This is an optimization exercise on Yosys and OpenROAD, whose aim is small area, a short achievable clock period and few clock cycles, not a production implementation. No functional check of the RTL was part of any run shown here. No activity file was given, so power comes from the tool's default toggle rates.

### flow/config.mk
export PLATFORM = sky130hd
export DESIGN_NAME = full_reciprocal
export DESIGN_NICKNAME = full_reciprocal
export VERILOG_FILES = /design/flow/design.v
export SDC_FILE = /design/flow/constraint.sdc
export NUM_CORES = 4
export LEC_CHECK = 0
export CAP_MARGIN = 20
export CORE_MARGIN = 2
export CORE_UTILIZATION = 40
export SETUP_SLACK_MARGIN = 5
export SLEW_MARGIN = 20
### flow/constraint.sdc
create_clock -name core_clock -period 8.0 [get_ports {clk}]
set_input_delay 1.6000 -clock core_clock [delete_from_list [all_inputs] [get_ports {clk}]]
set_output_delay 1.6000 -clock core_clock [all_outputs]
set_load 0.01 [all_outputs]
### flow/design.v
`timescale 1ns / 1ps
module full_reciprocal(
input logic clk,
input logic rst,  
input logic start,
output logic ready,
input logic [15:0] input0,
output logic [23:0] output0  
);
localparam int FL = 16;           
localparam int XW = FL - 1;       
localparam int KMAX = 1 << (20 - FL);
logic          busy;
logic [XW-1:0] x;      
logic [XW:0]   p;      
logic [19:0]   q;      
logic [19:0]   res;    
assign output0 = {4'b0, res};
logic fast;
assign fast = |input0[15:FL-1];
logic [KMAX+1:8] t;    
always_comb begin
	for (int k = 8; k <= KMAX; k++) t[k] = ({4'b0, input0} <= 20'(524288 / k));
	t[KMAX+1] = 1'b0;
end
logic [19:0] fq;
always_comb begin
	fq = '0;
	for (int k = 8; k <= KMAX; k++)
		if (t[k] & ~t[k+1]) fq = fq | 20'(k);
end
logic          t15_e;    
logic [4:0]    t15_q;    
logic [8:0]    t15_row;
logic [32:16]  t15_ge;   
assign t15_row = {1'b0, x[14:7]};
always_comb begin
	t15_ge[16] = t15_row <= 9'd255;
	t15_ge[17] = t15_row <= 9'd239;
	t15_ge[18] = t15_row <= 9'd226;
	t15_ge[19] = t15_row <= 9'd214;
	t15_ge[20] = t15_row <= 9'd203;
	t15_ge[21] = t15_row <= 9'd194;
	t15_ge[22] = t15_row <= 9'd185;
	t15_ge[23] = t15_row <= 9'd177;
	t15_ge[24] = t15_row <= 9'd169;
	t15_ge[25] = t15_row <= 9'd162;
	t15_ge[26] = t15_row <= 9'd156;
	t15_ge[27] = t15_row <= 9'd150;
	t15_ge[28] = t15_row <= 9'd145;
	t15_ge[29] = t15_row <= 9'd140;
	t15_ge[30] = t15_row <= 9'd135;
	t15_ge[31] = t15_row <= 9'd131;
	t15_ge[32] = 1'b0;
end
assign t15_q[0] = (t15_ge[17] & ~t15_ge[18]) | (t15_ge[19] & ~t15_ge[20]) | (t15_ge[21] & ~t15_ge[22]) | (t15_ge[23] & ~t15_ge[24]) | (t15_ge[25] & ~t15_ge[26]) | (t15_ge[27] & ~t15_ge[28]) | (t15_ge[29] & ~t15_ge[30]) | (t15_ge[31] & ~t15_ge[32]);
assign t15_q[1] = (t15_ge[18] & ~t15_ge[19]) | (t15_ge[19] & ~t15_ge[20]) | (t15_ge[22] & ~t15_ge[23]) | (t15_ge[23] & ~t15_ge[24]) | (t15_ge[26] & ~t15_ge[27]) | (t15_ge[27] & ~t15_ge[28]) | (t15_ge[30] & ~t15_ge[31]) | (t15_ge[31] & ~t15_ge[32]);
assign t15_q[2] = (t15_ge[20] & ~t15_ge[21]) | (t15_ge[21] & ~t15_ge[22]) | (t15_ge[22] & ~t15_ge[23]) | (t15_ge[23] & ~t15_ge[24]) | (t15_ge[28] & ~t15_ge[29]) | (t15_ge[29] & ~t15_ge[30]) | (t15_ge[30] & ~t15_ge[31]) | (t15_ge[31] & ~t15_ge[32]);
assign t15_q[3] = (t15_ge[24] & ~t15_ge[25]) | (t15_ge[25] & ~t15_ge[26]) | (t15_ge[26] & ~t15_ge[27]) | (t15_ge[27] & ~t15_ge[28]) | (t15_ge[28] & ~t15_ge[29]) | (t15_ge[29] & ~t15_ge[30]) | (t15_ge[30] & ~t15_ge[31]) | (t15_ge[31] & ~t15_ge[32]);
assign t15_q[4] = (t15_ge[16] & ~t15_ge[17]) | (t15_ge[17] & ~t15_ge[18]) | (t15_ge[18] & ~t15_ge[19]) | (t15_ge[19] & ~t15_ge[20]) | (t15_ge[20] & ~t15_ge[21]) | (t15_ge[21] & ~t15_ge[22]) | (t15_ge[22] & ~t15_ge[23]) | (t15_ge[23] & ~t15_ge[24]) | (t15_ge[24] & ~t15_ge[25]) | (t15_ge[25] & ~t15_ge[26]) | (t15_ge[26] & ~t15_ge[27]) | (t15_ge[27] & ~t15_ge[28]) | (t15_ge[28] & ~t15_ge[29]) | (t15_ge[29] & ~t15_ge[30]) | (t15_ge[30] & ~t15_ge[31]) | (t15_ge[31] & ~t15_ge[32]);
assign t15_e = ~((t15_row == 9'd128) | (t15_row == 9'd132) | (t15_row == 9'd136) | (t15_row == 9'd141) | (t15_row == 9'd146) | (t15_row == 9'd151) | (t15_row == 9'd157) | (t15_row == 9'd163) | (t15_row == 9'd170) | (t15_row == 9'd178) | (t15_row == 9'd186) | (t15_row == 9'd195) | (t15_row == 9'd204) | (t15_row == 9'd215) | (t15_row == 9'd227) | (t15_row == 9'd240));
logic t15_sel;    
assign t15_sel = x[14];
logic        tdone;    
logic [19:0] tq;
assign tdone = busy & ((t15_sel & t15_e));
always_comb begin
	tq = '0;
	if (t15_sel) tq = tq | 20'(t15_q);
end
logic [XW:0] p0;
always_comb begin
	logic any;
	any = 1'b0;
	for (int i = XW; i >= 1; i--) begin
		p0[i] = input0[i-1] & ~any;
		any = any | input0[i-1];
	end
	p0[0] = ~any;
end
logic [XW+1:0] diff;
logic          qb;
logic [XW-1:0] r;
assign diff = {1'b0, p} - {2'b0, x};
assign qb   = ~diff[XW+1];
assign r    = qb ? diff[XW-1:0] : p[XW-1:0];
logic        pow2;
logic [19:0] xrev;
always_ff @(posedge clk) pow2 <= (x & (x - 1'b1)) == '0;
always_comb begin
	xrev = '0;
	for (int i = 0; i < XW; i++) xrev[19-i] = x[i];
end
logic done;
assign done = busy & q[19];
always_ff @(posedge clk) begin
	if (!busy) begin
		x <= input0[XW-1:0];
		p <= p0;
		q <= {{(19-XW){1'b0}}, p0};
	end else begin
		p <= {r, 1'b0};
		q <= {q[18:0], qb};
	end
	if (!rst) begin
		if (tdone)
			res <= tq;
		else if (done)
			res <= pow2 ? xrev : {q[18:0], qb};
		else if (!busy && start && fast)
			res <= fq;
	end
	if (rst) begin
		busy  <= 1'b0;
		ready <= 1'b0;
	end else begin
		busy  <= busy ? ~(done | tdone) : start & ~fast;
		ready <= done | tdone | (~busy & start & fast);
	end
end
endmodule
### flow/run.sh
#!/bin/bash
# synth_recipe.tcl (not shown) runs the flow's synth.tcl, then flattens the netlist and writes it again
# the make line also repeats each setting of config.mk as NAME=value (left out here)
make -C /OpenROAD-flow-scripts/flow DESIGN_CONFIG=/design/flow/config.mk WORK_HOME=/design/flow/orfs CLKGATE_MAP_FILE= SYNTH_SCRIPT=/design/flow/synth_recipe.tcl finish
==> impl_metrics.toml, run 1 <==
[clock_tree]
maximum_buffer_depth_of_the_clock_tree = 2
cts.hold.buffers_added = 0
cts.sinks = 74
clkLatencyLatePin_ns = 0.35
tritoncts = "yes"
cts_htree_levels = 3
clk_pin_slew_ns = 0.06
cts_inserted_buffers = 9
root_buffer = "sky130_fd_sc_hd__clkbuf_16"

[routing]
drt_pre_antenna_iters = 5
drt_drc_violations_left = 0
routedWlPerCell_um = 18.48
wl_mm = 13.23
drt-vias-per-instance = 5.860
post_detailed_route_count_of_antenna_violating_nets = 0
dr_total_vias = 4196
drt-initial-drc-count = 286

[cells_and_area]
antenna_cells = 0
synth_to_layout_area_growth_pct = 24.93
leading_cell_types_in_the_layout_fill_and_taps_excluded = "sky130_fd_sc_hd__nor2_1, sky130_fd_sc_hd__nand2_1, sky130_fd_sc_hd__dfxtp_1"
layout-drive-gt1-share_pct = 18.85
nNetsFinal = 603
finish.utilization_pct = 51.13
mostFrequentLayoutCell = "sky130_fd_sc_hd__nor2_1"

[logic_synthesis]
netlist_instances = 517
synth_edf_count = 35
synthDistinctLibCells = 81
synth_top_flop_cell = "sky130_fd_sc_hd__dfxtp_1"
synth_top_family_by_area = "compound AO/OA/AOI/OAI gates"
muxShareOfSynthArea_pct = 5.163
proportion_of_synthesized_chip_area_in_sequential_cells_pct = 39.37
synthSimpleGateAreaFrac_pct = 20.19
warnings_from_yosys = 1
post_synth_xor_area_fraction_pct = 1.882
synth_compound_gate_area_share_pct = 22.34
yosys_register_bits = 74
synth_async_sr_flop_share_pct = 0
syn_area_per_cell_um2 = 9.000
mappedNetlistArea_um2 = 4653
synth_fa_ha_area_share_pct = 4.894

[grt]
first_global_vias = 3991
overflow = 0
antenna_found_initial = 0
grtUsageTotal_pct = 21.46
grt_pass1_wl_mm = 21.09
grt_start_max_net_pins = 38

[timing]
timing.slew.headroom_pct = 37.10
setup_violations = 0
fin_crit_sh_pct = 38.95
max_freq_mhz = 321.0
timing.final.crit_period_ns = 3.116
skew_ns = 0.008495
final.setup.tns_ns = 0
worst_hold_slack_ns = 0.4558
hold_viol = 0
slew_at_the_pin_closest_to_its_max_slew_limit_ns = 0.9422
drv_slew = 0
setup_slack_ns = 4.884
setup_repair_after_global_routing_missed_its_margin = "yes"

[hold_path]
timing.hold.worst.start = "q[14]$_DFF_P_"
timing.hold.worst.class = "flip-flop to flip-flop"
worstHoldEndpoint = "q[15]$_DFF_P_"
min_path_cells = 2

[critical_path]
critical_path.reg2reg.startpoint = "x[0]$_DFFE_PN_"
worst-setup-path-type = "primary input to flip-flop"
r2r_cells = 10
timing.reg2reg.setup_slack_ns = 5.10
worstReg2RegEnd = "res[0]$_DFFE_PP_"
cp-end-kind = "flip-flop"
timing.critical_path.from_type = "primary input"
worstPathMaxFanout = 9
critPathArrivalTime_ns = 3.20
cp_startpoint = "input0[13]"
critPathRequiredTime_ns = 8.08

[placement]
dp.final_hpwl_mm = 9.421
numPortBuffers = 39
dpl_worst_slack_ns = 3.899
gp_congestion = 0.9342

[floorplanning]
design.core.area_um2 = 11370
initial_utilization_pct = 40.93
fp.dieArea_um2 = 12510
die_w_um = 111.9
die_y_um = 111.9
core.rowCount = 39
io-pin-count = 44

[run]
number_of_maximum_capacitance_violations = 0

[power_and_ir_drop]
ir_drop_mv = 0.1450
pd_cells_nw_per_um2 = 185.4
power_leakage_nw = 2.232
p_total_mw = 1.078

[outcome]
status = "timing/DRC/antenna clean"
synth_stat cells (all sizes together), types with 3 or more instances:
master  count  area share (%)
a21oi      20             2.2
o21a        6            0.97
nand3      19             2.0
a32oi       3            0.56
nor2       52             4.4
a22o        4            0.75
o31a        5             1.2
xnor2       5            0.94
a21o        7             1.1
o21bai      5            0.81
mux2i      24             5.2
nand2      41             3.3
a311oi      3            0.56
o311ai      7             1.3
xor2        5            0.94
a211oi      6             1.1
nor3       16             1.8
nor4        4            0.54
o31ai       9             1.7
a31oi       7            0.94
and3        6            0.91
ha         15             4.0
o21ai      30             3.2
or3         6             1.0
edfxtp     35              23
and2        8             1.1
clkbuf     21             1.7
inv        25             2.0
buf        17             2.3
nor2b       6            0.97
nand4       7            0.94
dfxtp      39              17
o211ai      4            0.65
o41ai       5             1.1
nor3b       3            0.59
registers in the layout (all words and copies together) (netlist names):
register  cells
busy          1
p            16
pow2          1
q            20
ready         1
res          20
x            15
power breakdown:
group | total [mW] | leakage, nW | internal (mW) | switching [mW]
clock | 0.416 | 0.149 | 0.258 | 0.157
combinational | 0.228 | 1.42 | 0.0964 | 0.132
sequential | 0.433 | 0.660 | 0.417 | 0.0163
total | 1.08 | 2.23 | 0.772 | 0.306
worst max-delay path, cell delays in order:
cell and delay [ns]:
sky130_fd_sc_hd__buf_2 0.16, sky130_fd_sc_hd__or3_4 0.42, sky130_fd_sc_hd__buf_4 0.16, sky130_fd_sc_hd__o31ai_4 0.20, sky130_fd_sc_hd__nor3_2 0.09, sky130_fd_sc_hd__a31o_4 0.22, sky130_fd_sc_hd__a311oi_2 0.20, sky130_fd_sc_hd__o311ai_1 0.14
routing by layer:
layer / GRT usage, % / routed length [um]
met2: 33.86 / 6112
met5: 0 / 0
met3: 5.389 / 823
met1: 29.00 / 6031
met4: 6.914 / 265
cells by family after synthesis:
family,Yosys count
adders and majority gates,18
other,1
buffers and inverters,64
DFF,74
muxes,24
AOI/OAI and AO/OA,143
xor gates and xnor gates,10
and+or+nand+nor,183
stage by stage:
stage	area, um^2	instances
after floorplan	4756	520
after detailed placement	5134	668
final	5813	716
after CTS	5605	699
after global placement	5134	668
after global routing	5813	716
cell type report:
class,instances,area [um^2]
clock buffer,12,256.5
clock inverter,4,51.30
fill,1068,5557
inverter,26,98.84
multi-input combinational,382,2729
sequential,74,1832
tap,143,178.9
timing repair buffer,75,666.9
worst max-delay path by stage:
| stage | end | slack, ns | cells after the start |
|---|---|---|---|
| floorplan | res[2]$_DFFE_PP_ | 4.74 | 7 |
| global placement | res[2]$_DFFE_PP_ | 3.90 | 8 |
| detailed placement | res[1]$_DFFE_PP_ | 3.90 | 8 |
| CTS | p[1]$_DFF_P_ | 4.98 | 8 |
| global route | res[0]$_DFFE_PP_ | 4.85 | 8 |
| finish | res[2]$_DFFE_PP_ | 4.88 | 8 |
what timing repair did:
| item | 4_1_cts | 5_1_grt |
|---|---|---|
| gates resized for setup | 111 | 20 |
| setup buffers | 15 | 17 |
| pin swaps | 15 | 19 |
| setup endpoints to repair | 45 | 34 |
==> inputs of run 2 (changes only) <==
--- a/flow/design.v
+++ b/flow/design.v
@@ -62,10 +62,60 @@
 logic t15_sel;    
 assign t15_sel = x[14];
+logic          t14_e;    
+logic [5:0]    t14_q;    
+logic [9:0]    t14_row;
+logic [64:32]  t14_ge;   
+assign t14_row = {1'b0, x[14:6]};
+always_comb begin
+	t14_ge[32] = t14_row <= 10'd255;
+	t14_ge[33] = t14_row <= 10'd247;
+	t14_ge[34] = t14_row <= 10'd239;
+	t14_ge[35] = t14_row <= 10'd233;
+	t14_ge[36] = t14_row <= 10'd226;
+	t14_ge[37] = t14_row <= 10'd220;
+	t14_ge[38] = t14_row <= 10'd214;
+	t14_ge[39] = t14_row <= 10'd209;
+	t14_ge[40] = t14_row <= 10'd203;
+	t14_ge[41] = t14_row <= 10'd198;
+	t14_ge[42] = t14_row <= 10'd194;
+	t14_ge[43] = t14_row <= 10'd189;
+	t14_ge[44] = t14_row <= 10'd185;
+	t14_ge[45] = t14_row <= 10'd181;
+	t14_ge[46] = t14_row <= 10'd177;
+	t14_ge[47] = t14_row <= 10'd173;
+	t14_ge[48] = t14_row <= 10'd169;
+	t14_ge[49] = t14_row <= 10'd166;
+	t14_ge[50] = t14_row <= 10'd162;
+	t14_ge[51] = t14_row <= 10'd159;
+	t14_ge[52] = t14_row <= 10'd156;
+	t14_ge[53] = t14_row <= 10'd153;
+	t14_ge[54] = t14_row <= 10'd150;
+	t14_ge[55] = t14_row <= 10'd147;
+	t14_ge[56] = t14_row <= 10'd145;
+	t14_ge[57] = t14_row <= 10'd142;
+	t14_ge[58] = t14_row <= 10'd140;
+	t14_ge[59] = t14_row <= 10'd137;
+	t14_ge[60] = t14_row <= 10'd135;
+	t14_ge[61] = t14_row <= 10'd133;
+	t14_ge[62] = t14_row <= 10'd131;
+	t14_ge[63] = t14_row <= 10'd129;
+	t14_ge[64] = 1'b0;
+end
+assign t14_q[0] = (t14_ge[33] & ~t14_ge[34]) | (t14_ge[35] & ~t14_ge[36]) | (t14_ge[37] & ~t14_ge[38]) | (t14_ge[39] & ~t14_ge[40]) | (t14_ge[41] & ~t14_ge[42]) | (t14_ge[43] & ~t14_ge[44]) | (t14_ge[45] & ~t14_ge[46]) | (t14_ge[47] & ~t14_ge[48]) | (t14_ge[49] & ~t14_ge[50]) | (t14_ge[51] & ~t14_ge[52]) | (t14_ge[53] & ~t14_ge[54]) | (t14_ge[55] & ~t14_ge[56]) | (t14_ge[57] & ~t14_ge[58]) | (t14_ge[59] & ~t14_ge[60]) | (t14_ge[61] & ~t14_ge[62]) | (t14_ge[63] & ~t14_ge[64]);
+assign t14_q[1] = (t14_ge[34] & ~t14_ge[35]) | (t14_ge[35] & ~t14_ge[36]) | (t14_ge[38] & ~t14_ge[39]) | (t14_ge[39] & ~t14_ge[40]) | (t14_ge[42] & ~t14_ge[43]) | (t14_ge[43] & ~t14_ge[44]) | (t14_ge[46] & ~t14_ge[47]) | (t14_ge[47] & ~t14_ge[48]) | (t14_ge[50] & ~t14_ge[51]) | (t14_ge[51] & ~t14_ge[52]) | (t14_ge[54] & ~t14_ge[55]) | (t14_ge[55] & ~t14_ge[56]) | (t14_ge[58] & ~t14_ge[59]) | (t14_ge[59] & ~t14_ge[60]) | (t14_ge[62] & ~t14_ge[63]) | (t14_ge[63] & ~t14_ge[64]);
+assign t14_q[2] = (t14_ge[36] & ~t14_ge[37]) | (t14_ge[37] & ~t14_ge[38]) | (t14_ge[38] & ~t14_ge[39]) | (t14_ge[39] & ~t14_ge[40]) | (t14_ge[44] & ~t14_ge[45]) | (t14_ge[45] & ~t14_ge[46]) | (t14_ge[46] & ~t14_ge[47]) | (t14_ge[47] & ~t14_ge[48]) | (t14_ge[52] & ~t14_ge[53]) | (t14_ge[53] & ~t14_ge[54]) | (t14_ge[54] & ~t14_ge[55]) | (t14_ge[55] & ~t14_ge[56]) | (t14_ge[60] & ~t14_ge[61]) | (t14_ge[61] & ~t14_ge[62]) | (t14_ge[62] & ~t14_ge[63]) | (t14_ge[63] & ~t14_ge[64]);
+assign t14_q[3] = (t14_ge[40] & ~t14_ge[41]) | (t14_ge[41] & ~t14_ge[42]) | (t14_ge[42] & ~t14_ge[43]) | (t14_ge[43] & ~t14_ge[44]) | (t14_ge[44] & ~t14_ge[45]) | (t14_ge[45] & ~t14_ge[46]) | (t14_ge[46] & ~t14_ge[47]) | (t14_ge[47] & ~t14_ge[48]) | (t14_ge[56] & ~t14_ge[57]) | (t14_ge[57] & ~t14_ge[58]) | (t14_ge[58] & ~t14_ge[59]) | (t14_ge[59] & ~t14_ge[60]) | (t14_ge[60] & ~t14_ge[61]) | (t14_ge[61] & ~t14_ge[62]) | (t14_ge[62] & ~t14_ge[63]) | (t14_ge[63] & ~t14_ge[64]);
+assign t14_q[4] = (t14_ge[48] & ~t14_ge[49]) | (t14_ge[49] & ~t14_ge[50]) | (t14_ge[50] & ~t14_ge[51]) | (t14_ge[51] & ~t14_ge[52]) | (t14_ge[52] & ~t14_ge[53]) | (t14_ge[53] & ~t14_ge[54]) | (t14_ge[54] & ~t14_ge[55]) | (t14_ge[55] & ~t14_ge[56]) | (t14_ge[56] & ~t14_ge[57]) | (t14_ge[57] & ~t14_ge[58]) | (t14_ge[58] & ~t14_ge[59]) | (t14_ge[59] & ~t14_ge[60]) | (t14_ge[60] & ~t14_ge[61]) | (t14_ge[61] & ~t14_ge[62]) | (t14_ge[62] & ~t14_ge[63]) | (t14_ge[63] & ~t14_ge[64]);
+assign t14_q[5] = (t14_ge[32] & ~t14_ge[33]) | (t14_ge[33] & ~t14_ge[34]) | (t14_ge[34] & ~t14_ge[35]) | (t14_ge[35] & ~t14_ge[36]) | (t14_ge[36] & ~t14_ge[37]) | (t14_ge[37] & ~t14_ge[38]) | (t14_ge[38] & ~t14_ge[39]) | (t14_ge[39] & ~t14_ge[40]) | (t14_ge[40] & ~t14_ge[41]) | (t14_ge[41] & ~t14_ge[42]) | (t14_ge[42] & ~t14_ge[43]) | (t14_ge[43] & ~t14_ge[44]) | (t14_ge[44] & ~t14_ge[45]) | (t14_ge[45] & ~t14_ge[46]) | (t14_ge[46] & ~t14_ge[47]) | (t14_ge[47] & ~t14_ge[48]) | (t14_ge[48] & ~t14_ge[49]) | (t14_ge[49] & ~t14_ge[50]) | (t14_ge[50] & ~t14_ge[51]) | (t14_ge[51] & ~t14_ge[52]) | (t14_ge[52] & ~t14_ge[53]) | (t14_ge[53] & ~t14_ge[54]) | (t14_ge[54] & ~t14_ge[55]) | (t14_ge[55] & ~t14_ge[56]) | (t14_ge[56] & ~t14_ge[57]) | (t14_ge[57] & ~t14_ge[58]) | (t14_ge[58] & ~t14_ge[59]) | (t14_ge[59] & ~t14_ge[60]) | (t14_ge[60] & ~t14_ge[61]) | (t14_ge[61] & ~t14_ge[62]) | (t14_ge[62] & ~t14_ge[63]) | (t14_ge[63] & ~t14_ge[64]);
+assign t14_e = ~((t14_row == 10'd128) | (t14_row == 10'd130) | (t14_row == 10'd132) | (t14_row == 10'd134) | (t14_row == 10'd136) | (t14_row == 10'd138) | (t14_row == 10'd141) | (t14_row == 10'd143) | (t14_row == 10'd146) | (t14_row == 10'd148) | (t14_row == 10'd151) | (t14_row == 10'd154) | (t14_row == 10'd157) | (t14_row == 10'd160) | (t14_row == 10'd163) | (t14_row == 10'd167) | (t14_row == 10'd170) | (t14_row == 10'd174) | (t14_row == 10'd178) | (t14_row == 10'd182) | (t14_row == 10'd186) | (t14_row == 10'd190) | (t14_row == 10'd195) | (t14_row == 10'd199) | (t14_row == 10'd204) | (t14_row == 10'd210) | (t14_row == 10'd215) | (t14_row == 10'd221) | (t14_row == 10'd227) | (t14_row == 10'd234) | (t14_row == 10'd240) | (t14_row == 10'd248));
+logic t14_sel;    
+assign t14_sel = x[13] & ~|x[14:14];
 logic        tdone;    
 logic [19:0] tq;
-assign tdone = busy & ((t15_sel & t15_e));
+assign tdone = busy & ((t15_sel & t15_e) | (t14_sel & t14_e));
 always_comb begin
 	tq = '0;
 	if (t15_sel) tq = tq | 20'(t15_q);
+	if (t14_sel) tq = tq | 20'(t14_q);
 end
 logic [XW:0] p0;
==> impl_metrics.toml, run 2 <==
[critical_path]
path_delay_family = "compound AO/OA/AOI/OAI gates"
critPathRequiredTime_ns = 8.07
worst-setup-path-type = "flip-flop to flip-flop"
cp_startpoint = "x[12]$_DFFE_PN_"
highest_cell_delay_on_the_worst_timing_path_ns = 0.54
worstPathMaxFanout = 35
timing.reg2reg.setup_slack_ns = 4.80
critical_path.reg2reg.startpoint = "x[12]$_DFFE_PN_"
critPathArrivalTime_ns = 3.27
critical_path.cell_chain = "buf_4 > or2_2 > a21oi_1 > a22oi_1 > a221oi_1 > nand4b_1 > nor3_1 > o22ai_1"
cp-end-kind = "flip-flop"
critPathBufInv = 1
crit_path_top_delay_cell = "sky130_fd_sc_hd__a21oi_1"
timing.critical_path.from_type = "flip-flop"

[placement]
placed_cells = 907
numPortBuffers = 39
gp_congestion = 0.9854
placedInstanceArea_um2 = 6395
dp.final_hpwl_mm = 14.82

[logic_synthesis]
yosys.area.top_type = "sky130_fd_sc_hd__edfxtp_1"
synthDominantCellAreaShare_pct = 17.71
netlist_instances = 726
warnings_from_yosys = 1
mappedNetlistArea_um2 = 5933
synth_edf_count = 35
synth.top_cells.by_count = "sky130_fd_sc_hd__nand2_1, sky130_fd_sc_hd__nor2_1, sky130_fd_sc_hd__o21ai_0"
synth_top_flop_cell = "sky130_fd_sc_hd__dfxtp_1"
synth_async_sr_flop_share_pct = 0
syn_area_per_cell_um2 = 8.172
yosys_register_bits = 74
synthDistinctLibCells = 89
proportion_of_synthesized_chip_area_in_sequential_cells_pct = 30.87
synth_top_cells_by_area = "sky130_fd_sc_hd__edfxtp_1, sky130_fd_sc_hd__dfxtp_1, sky130_fd_sc_hd__mux2i_1"

[cells_and_area]
mostFrequentLayoutCell = "sky130_fd_sc_hd__nand2_1"
leading_cell_types_in_the_layout_fill_and_taps_excluded = "sky130_fd_sc_hd__nand2_1, sky130_fd_sc_hd__nor2_1, sky130_fd_sc_hd__o21ai_0"
antenna_cells = 0
final_cell_count_no_fill = 952
synth_to_layout_area_growth_pct = 22.73
finalInstanceArea_um2 = 7282
nNetsFinal = 798
layout-drive-gt1-share_pct = 18.49
reg.largest.list = "q (20), res (20), p (16)"

[timing]
slew_at_the_pin_closest_to_its_max_slew_limit_ns = 0.8215
setup_violations = 0
max_freq_mhz = 312.4
hold_viol = 0
skew_ns = 0.007226
timing.slew.headroom_pct = 44.54
drv_slew = 0
timing.final.crit_period_ns = 3.201
final.setup.tns_ns = 0
setup_repair_after_global_routing_missed_its_margin = "yes"
fin_crit_sh_pct = 40.01

[routing]
drt-initial-drc-count = 765
drt_pre_antenna_iters = 5
m1WireLength_mm = 9.174
met2_length_mm = 9.796
routedWlPerCell_um = 22.49
drt-vias-per-instance = 6.486
dr_total_vias = 6175
routed_length_on_met3_mm = 1.400
wl_mm = 21.41
top_layer_used = "met4"
drt_drc_violations_left = 0
post_detailed_route_count_of_antenna_violating_nets = 0

[grt]
grtUsageTotal_pct = 26.29
first_global_vias = 5830
grt_start_max_net_pins = 43
overflow = 0
antenna_found_initial = 0
grt_pass1_wl_mm = 33.10

[run]
number_of_maximum_capacitance_violations = 0

[clock_tree]
cts.hold.buffers_added = 0
tritoncts = "yes"
clk_pin_slew_ns = 0.06
cts_inserted_buffers = 9
cts_htree_levels = 3
clkLatencyLatePin_ns = 0.34
maximum_buffer_depth_of_the_clock_tree = 2
root_buffer = "sky130_fd_sc_hd__clkbuf_16"
cts.sinks = 74

[power_and_ir_drop]
p_sw_mw = 0.3842
clockPowerShare_pct = 35.4
power.share.switching_pct = 32.19
power_frac_comb_pct = 28.8
pd_cells_nw_per_um2 = 163.9
ir_drop_mv = 0.09873
internal_power_mw = 0.8093
power_leakage_nw = 2.662
relative_contribution_of_sequential_cells_to_total_power_pct = 35.7

[hold_path]
timing.hold.worst.start = "q[5]$_DFF_P_"
timing.hold.worst.class = "flip-flop to flip-flop"

[floorplanning]
design.core.area_um2 = 14530
io-pin-count = 44
initial_utilization_pct = 40.82
core.rowCount = 44
fp.dieArea_um2 = 15820
die_y_um = 125.8
die_w_um = 125.8

[outcome]
status = "timing/DRC/antenna clean"
==> run 2: layout make-up <==
cell class	instances	area, um^2
clock inverters	5	60.06
repair buffers	82	814.5
fillers	1396	7252
well taps	184	230.2
inverters	27	111.4
multi-input cells	569	3980
clock buffers	11	254.0
flip-flops and latches	74	1832
==> run 2: final timing paths <==
kind | to | cells past startpoint
setup / recovery | res[0]$_DFFE_PP_ | 8
hold / removal | q[6]$_DFF_P_ | 2
setup reg to reg | res[0]$_DFFE_PP_ | 8
hold reg to reg | q[6]$_DFF_P_ | 2
==> run 2: logic make-up (layout without fill, tap and decap cells) <==
group                      count (synthesis)  count (layout)  share of synthesized area [%]
AOI/OAI and AO/OA                        231             232                          27.23
xor gates and xnor gates                   9               9                          1.329
adders and majority gates                 17              17                          3.669
buffers and inverters                     87             125                          7.064
DFF                                       74              74                          30.87
muxes                                     26              26                          4.407
other                                      1               4                        0.06320
and+or+nand+nor                          281             281                          25.37
==> run 2: power by group through the flow <==
stage	clock [mW]	sequential (mW)	combinational, mW
2_1_floorplan	0	0.435	0.206
6_report	0.423	0.427	0.344
3_5_place_dp	0	0.434	0.293
3_3_place_gp	0	0.433	0.291
5_1_grt	0.443	0.428	0.366
4_1_cts	0.426	0.425	0.320
==> run 2: timing repair <==
action	CTS	global route
buffers inserted	19	9
endpoints found under the setup margin	52	36
gates cloned	1	0
resized for setup	139	39
pin swaps	13	13
==> run 2: per-layer routing <==
metal  up-vias  global-route usage, %
li1       2826                      -
met5         -                      0
met3        83                  3.823
met4         0                  13.19
met2       294                  41.30
met1      2972                  35.42
==> run 2: worst register-to-register path, stage by stage, from the launching register on <==
cell,delay (ns)
sky130_fd_sc_hd__edfxtp_1,0.35
sky130_fd_sc_hd__buf_4,0.26
sky130_fd_sc_hd__or2_2,0.39
sky130_fd_sc_hd__a21oi_1,0.54
sky130_fd_sc_hd__a22oi_1,0.21
sky130_fd_sc_hd__a221oi_1,0.46
sky130_fd_sc_hd__nand4b_1,0.16
sky130_fd_sc_hd__nor3_1,0.44
sky130_fd_sc_hd__o22ai_1,0.13
==> run 2: stage by stage <==
stage	power (mW)	worst slack [ns]	util, %	hold WS, ns
after floorplan	0.6411	4.581	-	0.4192
after global placement	0.7249	3.840	44.00	0.4366
after detailed placement	0.7270	3.757	44.00	0.4412
after CTS	1.171	4.799	48.38	0.4529
after global routing	1.237	4.764	50.10	0.4710
final	1.194	4.799	50.10	0.4539

==> what the ideal ports hide <==
The flow's constraints put no driver on any port. The routed layouts listed below were extracted and timed again, unchanged, in two steps.
Step 1, drivers: a clkbuf_16 drives clk and a buf_2 each remaining input, both assumed.
Step 2 also shifts input and output timing later by t, the mid clock arrival at the registers, as if the neighbouring blocks saw the same clock.
Slacks: ideal / step 1 / step 2; pairs: ideal / step 1.
run | t, ns | setup WS [ns] | latest minus earliest clock arrival (ns) | worst register clock-pin slew, ns
run 1 | 0.379 | 4.884 / 4.900 / 4.521 | 0.008 / 0.008 | 0.06 / 0.06
run 2 | 0.377 | 4.799 / 4.799 / 4.426 | 0.007 / 0.007 | 0.06 / 0.06
After both steps setup and hold are still met in every run listed. The setup slack of run 2, which loses most, moves by 0.000 ns with the drivers and by -0.373 ns with both steps.
